Source: an optimization exercise on an open RTL-to-GDS flow (aim: small area, a short achievable clock period and few clock cycles). Production flows keep margins and buffers that such runs may drop.
Function was checked by simulation only, so behaviour that the tests miss may differ from the original.
Power figures rest on the tool's default switching activity, not on a simulated workload.

juniper:
==> flow/design.v (excerpt) <==
module muldiv_unit (
    input               clk,
    input               resetn,
    input               req_valid,
    output              req_ready,
    input       [2:0]   req_op,      
    input       [31:0]  req_a,
    input       [31:0]  req_b,
    input       [31:0]  req_hi,      
    input       [31:0]  req_lo,
    output              resp_valid,
    output      [31:0]  resp_hi,
    output      [31:0]  resp_lo
);
export LEC_CHECK = 0
export CAP_MARGIN = 20
export CORE_MARGIN = 2
export CORE_UTILIZATION = 40
export SLEW_MARGIN = 20
export SYNTH_HIERARCHICAL = 1
export SYNTH_MINIMUM_KEEP_SIZE = 0
create_clock -name core_clock -period 20.0 [get_ports {clk}]
standard.sh (not shown) runs the stock make flow with config.mk's settings and CLKGATE_MAP_FILE= SYNTH_SCRIPT=/design/flow/synth_recipe.tcl, a recipe that flattens the netlist after the stock synthesis.
==> flow/flow/run.sh <==
#!/bin/bash
# The standard layout (standard.sh) with two changes to how it is made:
#  - ORFS's setup repair is asked to leave a larger slack margin: the design's
#    20 ns clock leaves every path with slack, so without a margin the repair
#    never works on the critical paths;
#  - the port buffers that placement inserts on every input and output are
#    plain buffers (buf_4) rather than the slow delay cells it picks by itself.
set -euo pipefail
MARGIN=14
PORTBUF=sky130_fd_sc_hd__buf_4
sed "s|\"\${@:-finish}\"|SETUP_SLACK_MARGIN=$MARGIN 'BUFFER_PORTS_ARGS=-buffer_cell $PORTBUF' \"\${@:-finish}\"|" standard.sh > standard_mod.sh
grep -q "SETUP_SLACK_MARGIN=$MARGIN" standard_mod.sh
bash standard_mod.sh > layout.log 2>&1
Testbench counts of juniper, summed over its fixed seeds: cycles 5,290.
[inputs] willow vs juniper
--- a/flow/design.v
+++ b/flow/design.v
@@ -5269,81 +5269,73 @@
                 nz16[i] = nz8[2*i+1] | nz8[2*i];
                 l16[4*i +: 4] = nz8[2*i+1] ? {1'b0, l8[6*i+3 +: 3]} : {1'b1, l8[6*i +: 3]};
             end
             lzc32 = nz16[1] ? {2'b00, l16[7:4]} : nz16[0] ? {2'b01, l16[3:0]} : 6'd32;
         end
     endfunction
     wire [5:0]  rq_lza = rq_sa ? lzc32(~req_a) : lzc32(req_a);
     wire [5:0]  rq_lzb = rq_sb ? lzc32(~req_b) : lzc32(req_b);
     wire [31:0] rq_na = -req_a;
     wire [31:0] rq_nb = -req_b;
     reg         b_valid, b_wait;     
-    reg         e0_full, e1_full;    
-    reg         e0_wait, e1_wait;    
-    reg [63:0]  e0_res, e1_res;
+    reg         e0_full, e0_wait;    
+    reg [63:0]  e0_res;
     reg         resp_e0, resp_div;   
     reg         resp_any;            
     reg         mul_ok, div_ok;      
     reg         rdy;                 
     wire        div_idle, div_done;
     wire        dv_idle_n, dv_done_n;    
     wire [63:0] div_res;
     wire [63:0] mac_r0, mac_r1;
     reg  [63:0] b_r0, b_r1;
     wire [63:0] mac_res;
     wire        mac_co, mac_ct, mac_pt;
     wire        mul_issue = ir_valid && !ir_div && mul_ok;
     wire        div_issue = ir_valid &&  ir_div && div_ok;
     wire        consume   = mul_issue || div_issue;
     assign req_ready  = rdy;             
     assign resp_valid = resp_any;
     assign resp_hi    = resp_div ? div_res[63:32] : e0_res[63:32];
     assign resp_lo    = resp_div ? div_res[31:0]  : e0_res[31:0];
-    wire        q1     = resp_e0 ? e1_full : (e0_full && !e1_full);     
-    wire        q2     = !resp_e0 && e1_full;                           
-    wire        e0_nf  = q1 || q2 || b_valid;
-    wire        e1_nf  = q2 || (q1 && b_valid);
+    wire        b_land   = b_valid && (!e0_full || resp_e0);
     wire        div_busy = !dv_idle_n;
-    wire        b_wait_l = b_wait && !resp_div;
-    wire        e0_nw  = resp_e0 ? (e1_full ? e1_wait && !resp_div : b_wait_l)
-                                 : (e0_full ? e0_wait && !resp_div : b_wait_l);
-    wire        e1_nw  = q1 ? b_wait_l : (e1_wait && !resp_div);
-    wire        e0_rn  = e0_nf && !e0_nw;        
-    wire        mul_ok_n = !e0_nf || (!e1_nf && (!mul_issue || e0_rn)) || (e1_nf && e0_rn && !mul_issue);
+    wire        e0_nf    = b_land || (e0_full && !resp_e0);
+    wire        e0_nw    = b_land ? b_wait && !resp_div : e0_wait && !resp_div;
+    wire        b_nv     = mul_issue || (b_valid && !b_land);
+    wire        b_nw     = mul_issue ? div_busy : b_wait && !resp_div;
+    wire        e0_rn    = e0_nf && !e0_nw;      
+    wire        mul_ok_n = !b_nv || (!e0_nf || e0_rn);
     wire        div_ok_n = dv_idle_n || (dv_done_n && !e0_rn);
     wire        ir_valid_n = req_ready ? req_valid : (ir_valid && !consume);
     wire        ir_div_n   = req_ready ? (!req_op[2] && req_op[1]) : ir_div;
     always @(posedge clk) begin
         if (!resetn) begin
             ir_valid <= 1'b0;
             b_valid  <= 1'b0;
             b_wait   <= 1'b0;
             e0_full  <= 1'b0;
-            e1_full  <= 1'b0;
             e0_wait  <= 1'b0;
-            e1_wait  <= 1'b0;
             resp_e0  <= 1'b0;
             resp_div <= 1'b0;
             resp_any <= 1'b0;
             rdy      <= 1'b1;
             mul_ok   <= 1'b1;
             div_ok   <= 1'b1;
         end
         else begin
             ir_valid <= ir_valid_n;
-            b_valid  <= mul_issue;
-            b_wait   <= div_busy;
+            b_valid  <= b_nv;
+            b_wait   <= b_nw;
             e0_full  <= e0_nf;
-            e1_full  <= e1_nf;
             e0_wait  <= e0_nw;
-            e1_wait  <= e1_nw;
             resp_e0  <= e0_rn;
             resp_div <= dv_done_n && !e0_rn;
             resp_any <= e0_rn || dv_done_n;
             mul_ok   <= mul_ok_n;
             div_ok   <= div_ok_n;
             rdy      <= !ir_valid_n || (ir_div_n ? div_ok_n : mul_ok_n);
         end
     end
     always @(posedge clk) begin
         if (req_ready) begin
             ir_div <= !req_op[2] && req_op[1];
@@ -5351,30 +5343,28 @@
             ir_sb  <= rq_sb;
             ir_a   <= rq_sa ? rq_na : req_a;
             ir_b   <= rq_sb ? rq_nb : req_b;
             ir_one <= rq_one;
             ir_two <= rq_two;
             ir_neg <= rq_neg;
             ir_lza <= rq_lza;
             ir_lzb <= rq_lzb;
             ir_hi  <= req_op[2] ? req_hi : 32'd0;
             ir_lo  <= req_op[2] ? req_lo : 32'd0;
         end
-        b_r0 <= mac_r0;
-        b_r1 <= mac_r1;
-        if (resp_e0 && e1_full)
-            e0_res <= e1_res;
-        else if (!e0_full || resp_e0)
+        if (mul_issue) begin
+            b_r0 <= mac_r0;
+            b_r1 <= mac_r1;
+        end
+        if (b_land)
             e0_res <= mac_res;
-        if (q1)
-            e1_res <= mac_res;
     end
     MultDiv u_mac (
         .a   ( ir_a            ),
         .one ( ir_one          ),
         .two ( ir_two          ),
         .neg ( ir_neg          ),
         .x   ( {ir_hi, ir_lo}  ),
         .r0  ( mac_r0          ),
         .r1  ( mac_r1          )
     );
     mac_add64 u_cpa (b_r0, b_r1, 1'b0, mac_res, mac_co, mac_ct, mac_pt);
--- outcome ---
Looking at core area across willow and juniper, the one that comes out lower is willow.
Going from juniper to willow, total routed wirelength saw an increase; via count now sits lower; fraction of power spent switching nets -0.33 points; combinational power level.
juniper -> willow: overall die area decreased by a few percent
willow: wire length of the first global-routing pass higher than juniper
Testbench counts of willow, summed over its fixed seeds: cycles 5,290.

==> what the ideal ports hide <==
No port has a modelled driver above. Below, the same layouts with a new extraction and two added sets of constraints. Step 1: set_driving_cell puts a clkbuf_16 on clk and a buf_2 on each other input, an assumption about the parent block. Step 2 times the ports against the registers' clock, not the clock port: input delays grow and output delays shrink by t, the midpoint of the rising clock arrivals with the driver on. Slacks: ideal ports / drivers / drivers and shift; pairs: ideal ports / drivers.
| run | shift t [ns] | setup WS [ns] | clock arrival spread, ns |
|---|---|---|---|
| juniper | 0.763 | 14.004 / 13.928 / 13.442 | 0.060 / 0.060 |
| willow | 0.779 | 14.025 / 13.937 / 13.477 | 0.036 / 0.036 |
After both steps setup and hold are still met in every run listed. The setup slack of juniper, which loses most, moves by -0.076 ns with the drivers and by -0.562 ns with both steps.
